What follows belongs to an exercise in optimizing a design on an open flow for small area, a short achievable clock period and few clock cycles per item; a production flow would make more cautious choices.
In this exercise RTL edits were held to simulation tests only and were not proved equivalent to the original.
Power and IR drop assume default switching activity.

Setup of lagoon:
## multiplicacion
module multiplicacion #(
    parameter N = 32
    ) (
    input logic clk, rst,
    input logic valid,
    input logic [N-1:0] A, B,
    output logic [2*N-1:0] Mult,
    output logic done
    );
  logic one0;
  logic two0;
  logic neg0;
  logic one1;
  logic two1;
  logic neg1;
  logic one2;
  logic two2;
  logic neg2;
  logic one3;
  logic two3;
  logic neg3;
  logic one4;
  logic two4;
  logic neg4;
  logic one5;
  logic two5;
  logic neg5;
  logic one6;
  logic two6;
  logic neg6;
  logic one7;
  logic two7;
  logic neg7;
  logic one8;
  logic two8;
  logic neg8;
  logic one9;
  logic two9;
  logic neg9;
  logic one10;
  logic two10;
  logic neg10;
  logic one11;
  logic two11;
  logic neg11;
  logic one12;
  logic two12;
  logic neg12;
  logic one13;
  logic two13;
  logic neg13;
  logic one14;
  logic two14;
  logic neg14;
  logic one15;
  logic two15;
  logic neg15;
  logic s1;
  logic c2;
  logic s3;
  logic c4;
  logic s5;
  logic c6;
  logic s7;
  logic c8;
  logic s9;
  logic c10;
  logic s11;
  logic c12;
  logic s13;
  ...
For scale: ~2500 cells after synthesis, ~130 flip-flops, roughly 0.025 sq mm of cells after synthesis.
==> flow/config.mk <==
export PLATFORM = sky130hd
export DESIGN_NAME = multiplicacion
export DESIGN_NICKNAME = multiplicacion
export VERILOG_FILES = /design/flow/design.v
export SDC_FILE = /design/flow/constraint.sdc
export NUM_CORES = 4
export LEC_CHECK = 0
export ABC_AREA = 1
export CAP_MARGIN = 20
export CORE_MARGIN = 2
export CORE_UTILIZATION = 55
export PLACE_DENSITY = 0.75
export SLEW_MARGIN = 20
export SYNTH_HIERARCHICAL = 1
==> flow/constraint.sdc <==
create_clock -name core_clock -period 5.0 [get_ports {clk}]
set_input_delay 1.0000 -clock core_clock [delete_from_list [all_inputs] [get_ports {clk}]]
set_output_delay 1.0000 -clock core_clock [all_outputs]
set_load 0.01 [all_outputs]
standard.sh (not shown) runs the stock make flow with config.mk's settings and CLKGATE_MAP_FILE= SYNTH_SCRIPT=/design/flow/synth_recipe.tcl, a recipe that flattens the netlist after the stock synthesis.
==> flow/flow/run.sh <==
#!/bin/bash
set -e
cat standard.sh > standard_sh_copy.txt
export BUFFER_PORTS_ARGS="-buffer_cell sky130_fd_sc_hd__buf_4"
bash standard.sh > standard.log 2>&1
lagoon ended with every stage complete and zero timing, DRC or antenna violations.
Testbench counts of lagoon, summed over its fixed seeds: cycles 2,408, items 2,400.
diff inputs: lagoon => nickel
# lagoon
export LEC_CHECK = 0
export ABC_AREA = 1
export CAP_MARGIN = 20
export CORE_MARGIN = 2
export CORE_UTILIZATION = 55
export PLACE_DENSITY = 0.75
export SLEW_MARGIN = 20
export SYNTH_HIERARCHICAL = 1
create_clock -name core_clock -period 5.0 [get_ports {clk}]
# nickel
export LEC_CHECK = 0
export ABC_AREA = 1
export CAP_MARGIN = 20
export CORE_MARGIN = 2
export CORE_UTILIZATION = 70
export SLEW_MARGIN = 20
export SYNTH_HIERARCHICAL = 1
create_clock -name core_clock -period 5.0 [get_ports {clk}]
==> comparison <==
Relative to lagoon, the via count of the first global-routing pass of nickel is higher by 376.
Diff lagoon -> nickel: worst setup slack after layout went up; overall power after layout went up; overall routed net length held.
Worst supply voltage drop on vdd: nickel higher than lagoon
Lower fraction of the cycle the final worst path needs goes to nickel over lagoon.
nickel: global-route usage is 9.4 points higher than what lagoon reported.
[inputs] juniper vs nickel
# nickel
export LEC_CHECK = 0
export ABC_AREA = 1
export CAP_MARGIN = 20
export CORE_MARGIN = 2
export CORE_UTILIZATION = 70
export SLEW_MARGIN = 20
export SYNTH_HIERARCHICAL = 1
create_clock -name core_clock -period 5.0 [get_ports {clk}]
# juniper
export LEC_CHECK = 0
export ABC_AREA = 1
export CAP_MARGIN = 20
export CORE_MARGIN = 2
export CORE_UTILIZATION = 48
export CTS_BUF_LIST = sky130_fd_sc_hd__clkbuf_4 sky130_fd_sc_hd__clkbuf_8
export SLEW_MARGIN = 20
export SYNTH_HIERARCHICAL = 1
create_clock -name core_clock -period 5.0 [get_ports {clk}]
Results
Row final instance area: juniper higher / nickel lower. Summary of juniper over nickel: total number of vias shows a reduction of 923; fraction of area in multi-input gates shows a reduction of 0.57 points; final critical path time including I/O delays and setup shows a reduction of 0.087 ns; cell count shows an increase of 235; total instance count after detailed placement shows an increase of 7.7%. Summary of the comparison: tap cell instance count is higher in juniper, relative to nickel. The worst hold slack of juniper falls short of that of nickel by 0.094 ns. Changes observed in juniper relative to nickel: total number of cells along the worst setup path +10; count of plain and timing-repair buffers in the layout went up 7; met1 global-route usage went down 15 points.
The following lists how sierra was set up differently from juniper:
# juniper
export LEC_CHECK = 0
export ABC_AREA = 1
export CAP_MARGIN = 20
export CORE_MARGIN = 2
export CORE_UTILIZATION = 48
export CTS_BUF_LIST = sky130_fd_sc_hd__clkbuf_4 sky130_fd_sc_hd__clkbuf_8
export SLEW_MARGIN = 20
export SYNTH_HIERARCHICAL = 1
create_clock -name core_clock -period 5.0 [get_ports {clk}]
# sierra
export LEC_CHECK = 0
export ABC_AREA = 1
export CAP_MARGIN = 20
export CORE_MARGIN = 2
export CORE_UTILIZATION = 55
export SLEW_MARGIN = 20
export SYNTH_HIERARCHICAL = 1
create_clock -name core_clock -period 5.0 [get_ports {clk}]
--- a/flow/flow/run.sh
+++ b/flow/flow/run.sh
@@ -4 +4 @@
-export BUFFER_PORTS_ARGS="-buffer_cell sky130_fd_sc_hd__buf_4"
+export BUFFER_PORTS_ARGS="-buffer_cell sky130_fd_sc_hd__buf_2"
--- outcome ---
sierra vs. juniper: detailed route wirelength on metal2 went down; core utilization went up; total stage count of the critical path went down.
The design area was comparable across sierra and juniper.
sierra went all the way through the flow, and no timing, DRC or antenna check failed.
~same synthesis-to-layout area growth in sierra and juniper
NOTE: cell count in sierra falls short of that of juniper
Between sierra and juniper, it is sierra whose filler cell count in the final layout is lower, by 904.
The final reports for sierra and juniper show setup slack after layout lower in the former.
juniper ended up with Mult[63] as its capture point of the critical path; sierra ended up with q33.

---

== build 59 ==
multiplicacion again, from the RTL that the note above started with.
==> flow/config.mk <==
export PLATFORM = sky130hd
export DESIGN_NAME = multiplicacion
export DESIGN_NICKNAME = multiplicacion
export VERILOG_FILES = /design/flow/design.v
export SDC_FILE = /design/flow/constraint.sdc
export NUM_CORES = 4
export LEC_CHECK = 0
export ABC_AREA = 1
export CAP_MARGIN = 20
export CORE_MARGIN = 2
export CORE_UTILIZATION = 55
export GPL_ROUTABILITY_DRIVEN = 0
export SLEW_MARGIN = 20
export SYNTH_HIERARCHICAL = 1
==> flow/constraint.sdc <==
create_clock -name core_clock -period 5.0 [get_ports {clk}]
set_input_delay 1.0000 -clock core_clock [delete_from_list [all_inputs] [get_ports {clk}]]
set_output_delay 1.0000 -clock core_clock [all_outputs]
set_load 0.01 [all_outputs]
==> flow/flow/run.sh <==
#!/bin/bash
set -e
cat standard.sh > standard_sh_copy.txt
export BUFFER_PORTS_ARGS="-buffer_cell sky130_fd_sc_hd__buf_4"
bash standard.sh > standard.log 2>&1
Testbench counts of build 59, summed over its fixed seeds: cycles 2,408, items 2,400.
Changes in build 58 relative to build 59:
- clearing GPL_ROUTABILITY_DRIVEN, which used to be 0
- putting CTS_BUF_LIST at sky130_fd_sc_hd__clkbuf_4 sky130_fd_sc_hd__clkbuf_8 where nothing was set
- swapping 55 for 62 in CORE_UTILIZATION
## What came out
- Build 59 went all the way through synthesis, placement and routing and the layout is clean on timing, DRC and antenna.
- In summary, build 58 completed successfully, with a layout that passed the timing, design-rule and antenna checks.
- Internal power, build 58 and build 59, higher one = build 59.
- Maximum clock rate was higher in the run labelled build 58.
- Looking only at maximum fanout along the worst path, and setting everything else aside, the higher value of build 58 and build 59 goes to build 59.
Modified inputs, build 43 compared to build 58
- removing CTS_BUF_LIST (formerly sky130_fd_sc_hd__clkbuf_4 sky130_fd_sc_hd__clkbuf_8)
- changing CORE_UTILIZATION from 62 to 55
==> flow/flow/run.sh <==
#!/bin/bash
set -e
cat standard.sh > standard_sh_copy.txt
export BUFFER_PORTS_ARGS="-buffer_cell sky130_fd_sc_hd__buf_4"
bash standard.sh synth floorplan place > standard_place.log 2>&1
export SETUP_SLACK_MARGIN=0.7
bash standard.sh > standard.log 2>&1
## What came out
The flow did not stop early for build 43: all stages ran, and the layout cleared the timing, design-rule and antenna checks.
Going from build 58 to build 43, design area shows an increase of about 6.4%, die extent in y shows an increase of about 6%, wire length of the first global-routing pass shows an increase of about 3.2%, total power after layout shows an increase of 5.8%, area added between synthesis and finish shows an increase of 7.1 points.
When the final numbers for build 43 and build 58 were put side by side, the number of setup buffers added after CTS turned out to be greater in build 43.
Against build 58, half-perimeter wire length after placement in build 43 rose by a few percent.
What build 11 does differently from build 43 at the input level:
- SETUP_SLACK_MARGIN: unset -> 0.65
==> flow/flow/run.sh <==
#!/bin/bash
set -e
cat standard.sh > standard_sh_copy.txt
export BUFFER_PORTS_ARGS="-buffer_cell sky130_fd_sc_hd__buf_4"
bash standard.sh > standard.log 2>&1
- Per the comparison of build 11 with build 43, worst setup slack after placement shows a reduction of 0.072 ns; fraction of the cycle the final worst path needs decreased by 1.4 points relative to the old numbers.
- On sequential cell fraction of total power, build 43 tracks build 11 almost exactly.
- Looking at buffer count from post-CTS setup fixing, build 11 sits 4 above build 43.
- Power: build 11 better than build 43
- After detailed routing, build 43 needs more wire than build 11.
- Higher power density relative to cell area was reported by build 43, not build 11.
- Looking at setup slack of the critical path after layout across build 11 and build 43, the one that comes out lower is build 43.

---

multiplicacion again, from the RTL that the note above started with.
export LEC_CHECK = 0
export ABC_AREA = 1
export CAP_MARGIN = 20
export CORE_MARGIN = 2
export CORE_UTILIZATION = 55
export SLEW_MARGIN = 20
export SYNTH_HIERARCHICAL = 1
create_clock -name core_clock -period 5.0 [get_ports {clk}]
==> flow/flow/run.sh <==
#!/bin/bash
set -e
cat standard.sh > standard_sh_copy.txt
export BUFFER_PORTS_ARGS="-buffer_cell sky130_fd_sc_hd__buf_4"
bash standard.sh > standard.log 2>&1
Testbench counts at the start, summed over its fixed seeds: cycles 2,408, items 2,400.
Change:
GPL_TIMING_DRIVEN = 0   (was unset)
Result:
- This time the run finished but failed the layout checks on setup timing
- total power came out higher by 3.2%
- hold slack gets worse by 0.021 ns
- utilization came out lower by 1.2 points
Change:
ABC_AREA = 0   (was 1)
GPL_TIMING_DRIVEN = unset   (was 0)
Outcome:
- The new run completed, yet does not pass: setup timing
- maximum frequency falls by 3.2%
- hold slack is about the same
- synthesized area rises by about 18%
- final area rises by about 22%
- worst setup slack degrades by 0.16 ns
- routed wire length rises by about 40%

---

rev 12:
Starting RTL as in the previous note.
// multiplicacion
module multiplicacion #(
    parameter N = 32
    ) (
    input logic clk, rst,
    input logic valid,
    input logic [N-1:0] A, B,
    output logic [2*N-1:0] Mult,
    output logic done
    );
  logic one0;
  logic two0;
  logic neg0;
  logic one1;
  logic two1;
  logic neg1;
  logic one2;
  logic two2;
  logic neg2;
  logic one3;
  logic two3;
  logic neg3;
  logic one4;
  logic two4;
  logic neg4;
  logic one5;
  logic two5;
  logic neg5;
  logic one6;
  logic two6;
  logic neg6;
  logic one7;
  logic two7;
  logic neg7;
  logic one8;
  logic two8;
  logic neg8;
  logic one9;
  logic two9;
  logic neg9;
  logic one10;
  logic two10;
  logic neg10;
  logic one11;
  logic two11;
  logic neg11;
  logic one12;
  logic two12;
  logic neg12;
  logic one13;
  logic two13;
  logic neg13;
  logic one14;
  logic two14;
  logic neg14;
  logic one15;
  logic two15;
  logic neg15;
  logic s1;
  logic c2;
  logic s3;
  logic c4;
  logic s5;
  logic c6;
  logic s7;
  logic c8;
  logic s9;
  logic c10;
  logic s11;
  logic c12;
  logic s13;
  logic c14;
  logic s15;
  logic c16;
  logic s17;
  logic c18;
  logic s19;
  logic c20;
  logic s21;
  ...
clock: 5.0 ns
lec_check: 0
abc_area: 1
cap_margin: 20
core_margin: 2
core_utilization: 55
cts_buf_list: sky130_fd_sc_hd__clkbuf_4 sky130_fd_sc_hd__clkbuf_8
slew_margin: 20
synth_hierarchical: 1
Scripts as last shown in full above: flow/flow/run.sh
Testbench counts of rev 12, summed over its fixed seeds: cycles 2,408, items 2,400.
The inputs of rev 13 differ from those of rev 12 as listed below.
Settings: SLEW_MARGIN now 0, was 20; CTS_BUF_LIST no longer set, was sky130_fd_sc_hd__clkbuf_4 sky130_fd_sc_hd__clkbuf_8; CAP_MARGIN now 0, was 20.
==> run summary <==
- Combinational fraction of design power | rev 13 below rev 12
- Between rev 12 and rev 13, the sequential share of layout area figures differ only marginally.
- Rev 13 vs rev 12 on cell area: rev 13 is the higher one.
- Rev 13 ended up with q101 as its end of the critical path; rev 12 ended up with Mult[63].

==> what the ideal ports hide <==
No port has a modelled driver above. Below, the same layouts with a new extraction and two added sets of constraints.
Step 1, drivers: a clkbuf_16 drives clk and a buf_2 each remaining input, both assumed.
Step 2 times the ports against the registers' clock, not the clock port: input delays grow and output delays shrink by t, the midpoint of the rising clock arrivals with the driver on.
Slacks: ideal / step 1 / step 2; pairs: ideal / step 1.
run	t, ns	setup WS [ns]	worst hold slack (ns)	worst data-port slew with drivers (ns)	cell pins on the clock port's net
lagoon	0.535	0.352 / 0.388 / -0.147	0.676 / 0.650 / 1.185	0.08	1
nickel	0.524	0.408 / 0.435 / -0.089	0.685 / 0.652 / 1.176	0.07	1
juniper	0.619	0.495 / 0.441 / -0.077	0.591 / 0.560 / 1.179	0.06	1
sierra	0.553	0.470 / 0.509 / -0.044	0.668 / 0.631 / 1.184	0.07	1
build 59	0.550	0.417 / 0.452 / -0.098	0.662 / 0.630 / 1.180	0.10	1
build 58	0.617	0.493 / 0.438 / -0.090	0.578 / 0.552 / 1.170	0.07	1
build 43	0.542	0.602 / 0.631 / 0.089	0.668 / 0.635 / 1.177	0.09	1
build 11	0.546	0.671 / 0.625 / 0.109	0.667 / 0.630 / 1.177	0.12	1
the first run of note 3	0.538	0.525 / 0.548 / 0.010	0.672 / 0.639 / 1.176	0.09	1
the second run of note 3	0.532	-0.021 / 0.017 / -0.515	0.651 / 0.619 / 1.151	0.09	1
the third run of note 3	0.557	-0.185 / -0.250 / -0.376	0.653 / 0.621 / 1.178	0.07	1
rev 12	0.615	0.536 / 0.477 / -0.004	0.593 / 0.560 / 1.176	0.09	1
rev 13	0.538	0.525 / 0.548 / 0.010	0.672 / 0.639 / 1.176	0.09	1
Met with ideal ports but missed after step 2: setup timing in 7 of these runs. The setup slack of build 58, which loses most, moves by -0.055 ns with the drivers and by -0.583 ns with both steps.
